Background: an optimization exercise with open tools, aiming at a short achievable clock period and few clock cycles. Do not read the settings as production practice. Only simulation tests tie the RTL to the original design; equivalence was not proved. Power figures rest on the tool's default switching activity, not on a simulated workload.

==> flow/design.v <==
`default_nettype none
module processor( input         clk, reset,
                  output [31:0] PC,
                  input  [31:0] instruction,
                  output        WE,
                  output [31:0] address_to_mem,
                  output [31:0] data_to_mem,
                  input  [31:0] data_from_mem
);
  localparam BTB_BITS = 5;
  localparam BTB_N    = 1 << BTB_BITS;
  localparam TAG_W    = 8;                
  reg  [31:0] pc_f;
  reg         x_valid;
  reg  [31:0] x_pc, x_pc4, x_imm, x_a, x_b, x_s, x_pnpc;
  reg         x_am, x_aw, x_ar, x_bm, x_bw, x_br, x_sm, x_sw, x_sr;
  reg         x_pred_seq;             
  reg  [4:0]  x_rs1, x_rs2, x_rd;     
  reg         x_use1, x_use2;
  reg         x_op_add, x_op_sub, x_op_and, x_op_srl, x_op_addv, x_op_avgv;
  reg         x_use_imm, x_link, x_load, x_store, x_beq, x_blt, x_jal, x_jalr;
  reg         m_valid, m_we, m_load;
  reg  [4:0]  m_rd;
  reg  [31:0] m_res, m_sdata;
  reg  [4:0]  w_rd;
  reg  [31:0] w_val;
  reg  [31:0] rf [1:31];
  reg                 u_valid, u_set;    
  reg  [29:0]         u_pc, u_tgt;
  reg              btb_v   [0:BTB_N-1];
  reg  [TAG_W-1:0] btb_tag [0:BTB_N-1];
  reg  [29:0]      btb_tgt [0:BTB_N-1];
  wire [31:0] ins    = instruction;
  wire [6:0]  opcode = ins[6:0];
  wire [2:0]  f3     = ins[14:12];
  wire [4:0]  rs1    = ins[19:15];
  wire [4:0]  rs2    = ins[24:20];
  wire [4:0]  rd     = ins[11:7];
  wire d_r    = opcode == 7'b0110011;
  wire d_v    = opcode == 7'b0001011;
  wire d_addi = opcode == 7'b0010011;
  wire d_lw   = opcode == 7'b0000011;
  wire d_sw   = opcode == 7'b0100011;
  wire d_br   = opcode == 7'b1100011;
  wire d_jal  = opcode == 7'b1101111;
  wire d_jalr = opcode == 7'b1100111;
  wire d_wr   = d_r | d_v | d_addi | d_lw | d_jal | d_jalr;
  wire [31:0] imm_i = {{20{ins[31]}}, ins[31:20]};
  wire [31:0] imm_s = {{20{ins[31]}}, ins[31:25], ins[11:7]};
  wire [31:0] imm_b = {{20{ins[31]}}, ins[7], ins[30:25], ins[11:8], 1'b0};
  wire [31:0] imm_j = {{12{ins[31]}}, ins[19:12], ins[20], ins[30:21], 1'b0};
  wire [31:0] d_imm = d_sw ? imm_s : d_br ? imm_b : d_jal ? imm_j : imm_i;
  wire [31:0] rf_a = (rs1 == 5'd0) ? 32'd0 : rf[rs1];
  wire [31:0] rf_b = (rs2 == 5'd0) ? 32'd0 : rf[rs2];
  wire d_use_imm = d_addi | d_lw | d_sw | d_jalr;
  wire d_use1     = !d_jal;
  wire d_use2     = d_r | d_v | d_sw | d_br;
  wire fx_1 = x_valid && (x_rd != 5'd0) && (x_rd == rs1);
  wire fm_1 = m_valid && (m_rd != 5'd0) && (m_rd == rs1);
  wire fx_2 = x_valid && (x_rd != 5'd0) && (x_rd == rs2);
  wire fm_2 = m_valid && (m_rd != 5'd0) && (m_rd == rs2);
  wire [BTB_BITS-1:0] f_idx = pc_f[BTB_BITS+1:2];
  wire        f_hit  = btb_v[f_idx] && (btb_tag[f_idx] == pc_f[TAG_W+BTB_BITS+1:BTB_BITS+2]);
  wire [31:0] f_pc4  = pc_f + 32'd4;
  wire [31:0] f_tgt  = {btb_tgt[f_idx], 2'b00};
  wire [31:0] f_pnpc = f_hit ? f_tgt : f_pc4;
  wire        f_seq  = !f_hit || (f_tgt == f_pc4);
  wire [31:0] a  = ({32{x_am}} & m_res) | ({32{x_aw}} & w_val) | ({32{x_ar}} & x_a);
  wire [31:0] b  = ({32{x_bm}} & m_res) | ({32{x_bw}} & w_val) | ({32{x_br}} & x_b);
  wire [31:0] sd = ({32{x_sm}} & m_res) | ({32{x_sw}} & w_val) | ({32{x_sr}} & x_s);
  wire stall = x_valid && m_load && ((x_am && x_use1) || (x_sm && x_use2));
  wire sm_1 = m_valid && (m_rd != 5'd0) && (m_rd == x_rs1);
  wire sm_2 = m_valid && (m_rd != 5'd0) && (m_rd == x_rs2);
  wire [31:0] sum  = a + b;
  wire [31:0] diff = a - b;
  wire [31:0] andv = a & b;
  wire [31:0] srlv = a >> b[4:0];
  wire [7:0]  v0 = a[7:0]   + b[7:0];
  wire [7:0]  v1 = a[15:8]  + b[15:8];
  wire [7:0]  v2 = a[23:16] + b[23:16];
  wire [7:0]  v3 = a[31:24] + b[31:24];
  wire [31:0] addv = {v3, v2, v1, v0};
  wire [31:0] avgv = {1'b0, v3[7:1], 1'b0, v2[7:1], 1'b0, v1[7:1], 1'b0, v0[7:1]};
  wire [31:0] alu = ({32{x_op_add}}  & sum)
                  | ({32{x_op_sub}}  & diff)
                  | ({32{x_op_and}}  & andv)
                  | ({32{x_op_srl}}  & srlv)
                  | ({32{x_op_addv}} & addv)
                  | ({32{x_op_avgv}} & avgv)
                  | ({32{x_link}}    & x_pc4);
  wire eq = (a == b);
  wire lt = ($signed(a) < $signed(b));
  wire taken = x_jal || x_jalr || (x_beq && eq) || (x_blt && lt);
  wire [31:0] pc_imm = x_pc + x_imm;
  wire [31:0] target = x_jalr ? sum : pc_imm;
  wire [31:0] cp  = x_jalr ? a : x_pc;
  wire [31:0] cr  = cp ^ x_imm ^ x_pnpc;
  wire [31:0] cg  = (cp & x_imm) | ((cp | x_imm) & ~x_pnpc);
  wire tgt_ok = !cr[0] && (cr[31:1] == cg[30:0]);
  wire mis = x_valid && !stall && (taken ? !tgt_ok : !x_pred_seq);
  wire [31:0] redirect = taken ? target : x_pc4;
  wire x_go = x_valid && !stall;      
  assign PC             = pc_f;
  assign WE             = m_we;
  assign address_to_mem = m_res;
  assign data_to_mem    = m_sdata;
  wire [31:0] wb = m_load ? data_from_mem : m_res;
  integer i;
  always @(posedge clk) begin
    if (m_valid && m_rd != 5'd0)
      rf[m_rd] <= wb;
  end
  always @(posedge clk) begin
      if (!stall) begin
        x_pc       <= pc_f;
        x_pc4      <= f_pc4;
        x_pnpc     <= f_pnpc;
        x_pred_seq <= f_seq;
        x_imm      <= d_imm;
        x_a        <= rf_a;
        x_b        <= d_use_imm ? d_imm : rf_b;
        x_s        <= rf_b;
        x_am       <= fx_1;
        x_aw       <= !fx_1 && fm_1;
        x_ar       <= !fx_1 && !fm_1;
        x_bm       <= !d_use_imm && fx_2;
        x_bw       <= !d_use_imm && !fx_2 && fm_2;
        x_br       <= d_use_imm || (!fx_2 && !fm_2);
        x_sm       <= fx_2;
        x_sw       <= !fx_2 && fm_2;
        x_sr       <= !fx_2 && !fm_2;
        x_rs1      <= rs1;
        x_rs2      <= rs2;
        x_rd       <= d_wr ? rd : 5'd0;
        x_use1     <= d_use1;
        x_use2     <= d_use2;
        x_op_add   <= (d_r && f3 == 3'b000 && !ins[30]) || d_addi || d_lw || d_sw;
        x_op_sub   <= d_r && f3 == 3'b000 && ins[30];
        x_op_and   <= d_r && f3 == 3'b111;
        x_op_srl   <= d_r && f3 == 3'b101;
        x_op_addv  <= d_v && !f3[0];
        x_op_avgv  <= d_v && f3[0];
        x_use_imm  <= d_use_imm;
        x_link     <= d_jal | d_jalr;
        x_load     <= d_lw;
        x_store    <= d_sw;
        x_beq      <= d_br && f3 == 3'b000;
        x_blt      <= d_br && f3 == 3'b100;
        x_jal      <= d_jal;
        x_jalr     <= d_jalr;
      end else begin
        x_a  <= a;
        x_b  <= b;
        x_s  <= sd;
        x_am <= 1'b0;
        x_aw <= sm_1;
        x_ar <= !sm_1;
        x_bm <= 1'b0;
        x_bw <= !x_use_imm && sm_2;
        x_br <= x_use_imm || !sm_2;
        x_sm <= 1'b0;
        x_sw <= sm_2;
        x_sr <= !sm_2;
      end
      m_res   <= alu;
      m_sdata <= sd;
      w_val <= wb;
      u_set   <= taken;
      u_pc    <= x_pc[31:2];
      u_tgt   <= target[31:2];
      if (u_valid) begin
        btb_tag[u_pc[BTB_BITS-1:0]] <= u_pc[TAG_W+BTB_BITS-1:BTB_BITS];
        btb_tgt[u_pc[BTB_BITS-1:0]] <= u_tgt;
      end
  end
  always @(posedge clk) begin
    if (reset) begin
      pc_f    <= 32'd0;
      x_valid <= 1'b0;
      m_valid <= 1'b0;
      m_we    <= 1'b0;
      m_load  <= 1'b0;
      m_rd    <= 5'd0;
      w_rd    <= 5'd0;
      u_valid <= 1'b0;
      for (i = 0; i < BTB_N; i = i + 1)
        btb_v[i] <= 1'b0;
    end else begin
      if (mis)
        pc_f <= redirect;
      else if (!stall)
        pc_f <= f_pnpc;
      if (mis)
        x_valid <= 1'b0;
      else if (!stall)
        x_valid <= 1'b1;
      m_valid <= x_go;
      m_we    <= x_go && x_store;
      m_load  <= x_go && x_load;
      m_rd    <= x_go ? x_rd : 5'd0;
      w_rd  <= m_valid ? m_rd : 5'd0;
      u_valid <= x_go && (taken || !x_pred_seq);
      if (u_valid)
        btb_v[u_pc[BTB_BITS-1:0]] <= u_set;
    end
  end
endmodule
`default_nettype wire
==> flow/flow/run.sh <==
#!/bin/bash
set -euo pipefail
bash standard.sh SETUP_SLACK_MARGIN=7.4 MATCH_CELL_FOOTPRINT=0 \
  "BUFFER_PORTS_ARGS=-buffer_cell sky130_fd_sc_hd__buf_4" finish > standard.log 2>&1
==> flow/standard.sh <==
#!/bin/bash
# synth_recipe.tcl (not shown) runs the flow's synth.tcl, then flattens the netlist and writes it again
# the make line also repeats each setting of config.mk as NAME=value (left out here)
make -C /OpenROAD-flow-scripts/flow DESIGN_CONFIG=/design/flow/config.mk WORK_HOME=/design/flow/orfs CLKGATE_MAP_FILE= SYNTH_SCRIPT=/design/flow/synth_recipe.tcl "${@:-finish}"
==> flow/config.mk <==
export PLATFORM = sky130hd
export DESIGN_NAME = processor
export DESIGN_NICKNAME = processor
export VERILOG_FILES = /design/flow/design.v
export SDC_FILE = /design/flow/constraint.sdc
export NUM_CORES = 4
export LEC_CHECK = 0
export ABC_CLOCK_PERIOD_IN_PS = 3500
export CAP_MARGIN = 20
export CORE_MARGIN = 2
export CORE_UTILIZATION = 40
export SLEW_MARGIN = 20
export TNS_END_PERCENT = 20
==> flow/constraint.sdc <==
create_clock -name core_clock -period 11.0 [get_ports {clk}]
set_input_delay 2.2000 -clock core_clock [delete_from_list [all_inputs] [get_ports {clk}]]
set_output_delay 2.2000 -clock core_clock [all_outputs]
set_load 0.01 [all_outputs]
==> notes.md <==
htree depth=5; flops & latches, synth=2679; Most used DFF post-synth=edfxtp_1; Crit path top cell by count=nor2_4; # IOs=163; DIE AREA=305000 um^2; post-synth cell types=88; Layout area overhead=19.4%; wire length of the first global-routing pass=603000 um; main combinational cell family by area after synthesis=multiplexers; final hold vios=0; layout cells sized above 1=0.300; Inserted Clock Buffers=282; Yosys Warn Count=1; CTS clk-pin slew, worst paths=60 ps; post-synth top area share=0.596; number of port buffers=162; main area contributors after synthesis=edfxtp_1, mux4_2, dfxtp_1; reg2reg start=x_bm$_SDFF_PP0_; async set-or-reset flop fraction in the synthesized netlist=0; syn_nets=7629; vias in the first global route=75400; Avg Cell Area, Syn=16.2 um^2; r2r endpoint=pc_f[10]$_SDFFE_PP0P_; CTS Root Cell=clkbuf_16; most instantiated library cell after synthesis=edfxtp_1; Iter 0 DRT Violations=13300; Setup crit end=pc_f[10]$_SDFFE_PP0P_; worst skew pair latency=910 ps; Worst R2R Path Depth=18; Clk pwr share=0.388; Clock Sinks=2679; mapped cell area=120000 um^2; run status=finished clean; Least-Margin Pin Slew=1280 ps; Max Cap Violations=0; adder and majority gate portion of the synthesized area=0.0161; library cell with the largest summed area after synthesis=edfxtp_1; initial antenna violation count=40; CP peak stage delay=410 ps; leak pwr=48.9 nW; Post-Synthesis Cells=7430; FF-to-FF setup slack=6770 ps; largest net degree at the start of global routing=108; CP max-delay cell=a222oi_1; # DRC=0; Worst slew margin=0.148; row count=201; Routed Antenna Nets=0; cell area power density=172 nW/um^2; Tot GR Track Use=0.279; Pint=18.3 mW; sw power=6.43 mW; register area share after synthesis=0.644; dpl hpwl=248000 um; Fillers=24800; Gate power share=0.143; Post-Route WL=443000 um; Initial Util=0.402; critical path launch point=x_bm$_SDFF_PP0_; Worst Skew=110 ps; Routed WL per cell=36.5 um; CTS tree=built; crit path cell chain=clkbuf_16, a222oi_1, buf_4, buf_4, inv_1, ha_4, nor2_4, and3_4, and3_1, a311oi_2, nand2_4, nor2_4, clkinv_8, mux2_4, buf_6, nor2_4, o211ai_1, a21oi_1; Post-synth EDFFs=2387; DR vias=78800; Final Util=0.480; critical path required time=11730 ps; crit end category=register; Peak VDD IR=0.141 mV; critical path launch point type=register; clock buffer depth=4; final period utilization=0.385; Core ar.=300000 um^2; CP Max Fanout=16; Setup-failing EPs final=0; final period demand of the worst path=4230 ps; Hold/Removal Path Class=reg2reg; Die H=553 um; Worst Path Arrival=4960 ps; Synth Area in Compound Gates=0.0682; post-synthesis xor/xnor area fraction=0.0148; setup_tns=0 ps; Achievable Freq=236 MHz; NumNets Final=8132; routability-driven placement congestion ratio=0.984; Sw Ratio=0.260; sequential share of power=0.468; RSZ-0062 raised after global routing=true; global route overflow=0; vias per cell=6.49; Synth top cells by count=edfxtp_1, mux4_2, nor2_1, nand2_1, mux2i_1; Final Slew Violations=0; proportion of synthesized area in mux cells=0.185; Synth Area in Simple Gates=0.0476; Die W=553 um; DR pass1 iterations=17; CP Class=reg2reg
## flip-flops by register name, indices dropped and copies added, names as in the netlist, 13 cells and up, named ones only
| name | cells |
|---|---|
| rf | 992 |
| u_tgt | 30 |
| btb_tgt | 960 |
| x_s | 32 |
| m_res | 32 |
| x_b | 32 |
| btb_tag | 256 |
| u_pc | 13 |
| x_pc4 | 30 |
| x_pc | 32 |
| w_val | 32 |
| x_a | 32 |
| x_imm | 21 |
| m_sdata | 32 |
| x_pnpc | 32 |
| pc_f | 32 |
| btb_v | 32 |
## routing by layer
layer	GRT usage	up-vias	part of all wire
met5	0	-	0.00035
met4	0.130	24	0.055
met3	0.0656	1011	0.12
met2	0.416	5532	0.44
met1	0.387	41200	0.39
li1	-	31100	-
## layout make-up
cell class                 count  area [um^2]  share of cell area
clock buffer                 371         7760              0.0541
timing repair buffer         722         8100              0.0564
inverter                     224          927             0.00645
sequential                  2679        77600               0.540
multi-input combinational   4022        42900               0.299
antenna                       24         60.1            0.000418
timing repair inverter         2         22.5            0.000157
tap                         3958         4950              0.0345
clock inverter               137         1370             0.00952
## per-stage QoR
step	cell area (um^2)	std cells	hold WS (ps)	setup WS [ps]	power, mW
after floorplan	121000	7430	377	6910	13.4
after global placement	127000	11300	426	4700	14.5
after detailed placement	127000	11300	435	4690	14.5
after CTS	141000	12000	448	6880	24.4
after global routing	144000	12100	490	6660	25.3
final	144000	12100	445	6770	24.7
## power groups by stage
stage,Sequential (mW),Clock [mW],Combinational (mW)
finish,11.6,9.59,3.54
CTS,11.6,9.65,3.22
global route,11.6,10.0,3.66
floorplan,11.7,0,1.70
global placement,11.8,0,2.70
detailed placement,11.8,0,2.70
## kinds of logic (layout without fill, tap and decap cells)
group	count (synthesis)	in the layout
XOR/XNOR	204	204
multiplexers	1227	1227
AND/OR/NAND/NOR	1265	1266
buffers and inverters	730	1456
adder cells (fa/ha/maj)	133	133
other	0	24
flip-flops	2679	2679
AO/OA/AOI/OAI	1192	1192
## worst min path at each step
stage / start / endpoint / cells past startpoint
CTS: x_load$_DFFE_PN_ / m_load$_SDFF_PP0_ / 1
floorplan: x_pc[2]$_DFFE_PN_ / u_pc[0]$_DFF_P_ / 0
global route: x_load$_DFFE_PN_ / m_load$_SDFF_PP0_ / 1
finish: x_load$_DFFE_PN_ / m_load$_SDFF_PP0_ / 1
detailed placement: x_load$_DFFE_PN_ / m_load$_SDFF_PP0_ / 1
global placement: x_load$_DFFE_PN_ / m_load$_SDFF_PP0_ / 1
## worst max-delay path, delay by kind of cell, from the launching register on
family,cells,cell delay (ps)
flip-flops,1,390
AND/OR/NAND/NOR,6,1000
adder cells (fa/ha/maj),1,340
buffers and inverters,6,950
multiplexers,1,380
AO/OA/AOI/OAI,4,1000
## placed cells by master, fill, tap and decap left out, types with 46 or more instances in the layout
master / instances
nor3_1: 64
a222oi_1: 108
edfxtp_1: 2387
a21oi_1: 236
mux2_2: 57
a211oi_1: 154
clkbuf_16: 358
nand2_1: 393
inv_1: 190
buf_4: 514
nand4_1: 65
nand3_1: 90
o21ai_0: 183
buf_12: 50
o211ai_1: 69
dfxtp_1: 275
clkinv_1: 46
xnor2_1: 110
xor2_1: 78
ha_1: 60
nor2_1: 341
mux2i_1: 344
clkbuf_1: 62
nor2_4: 64
mux4_2: 784
## what timing repair did
action	CTS	global route
hold buffers	0	0
endpoints found under the setup margin	366	390
gates cloned	67	21
pin swaps	132	107
resized for setup	557	204
setup buffers	190	74
Testbench counts, summed over its fixed seeds: cycles 54,609.

==> what the ideal ports hide <==
The results above use ideal ports. As a check the final layout listed here was re-extracted and re-timed, cells and wires unchanged. Step 1 assumes that a clkbuf_16 drives the clock port and a buf_2 every other input. Step 2 moves the port delays by t, midway between the first and last clock arrival at a register: inputs arrive t later, outputs are due t later. That takes back most of the time a late clock gives input paths. Three values: no drivers, after step 1, after step 2; two values: the first two.
shift t [ns]: 0.951
slack for setup (ns): 6.768 / 6.768 / 5.960
latest minus earliest clock arrival (ns): 0.113 / 0.112
After both steps setup and hold are still met in this run. The setup slack of this run moves by 0.000 ns with the drivers and by -0.808 ns with both steps.
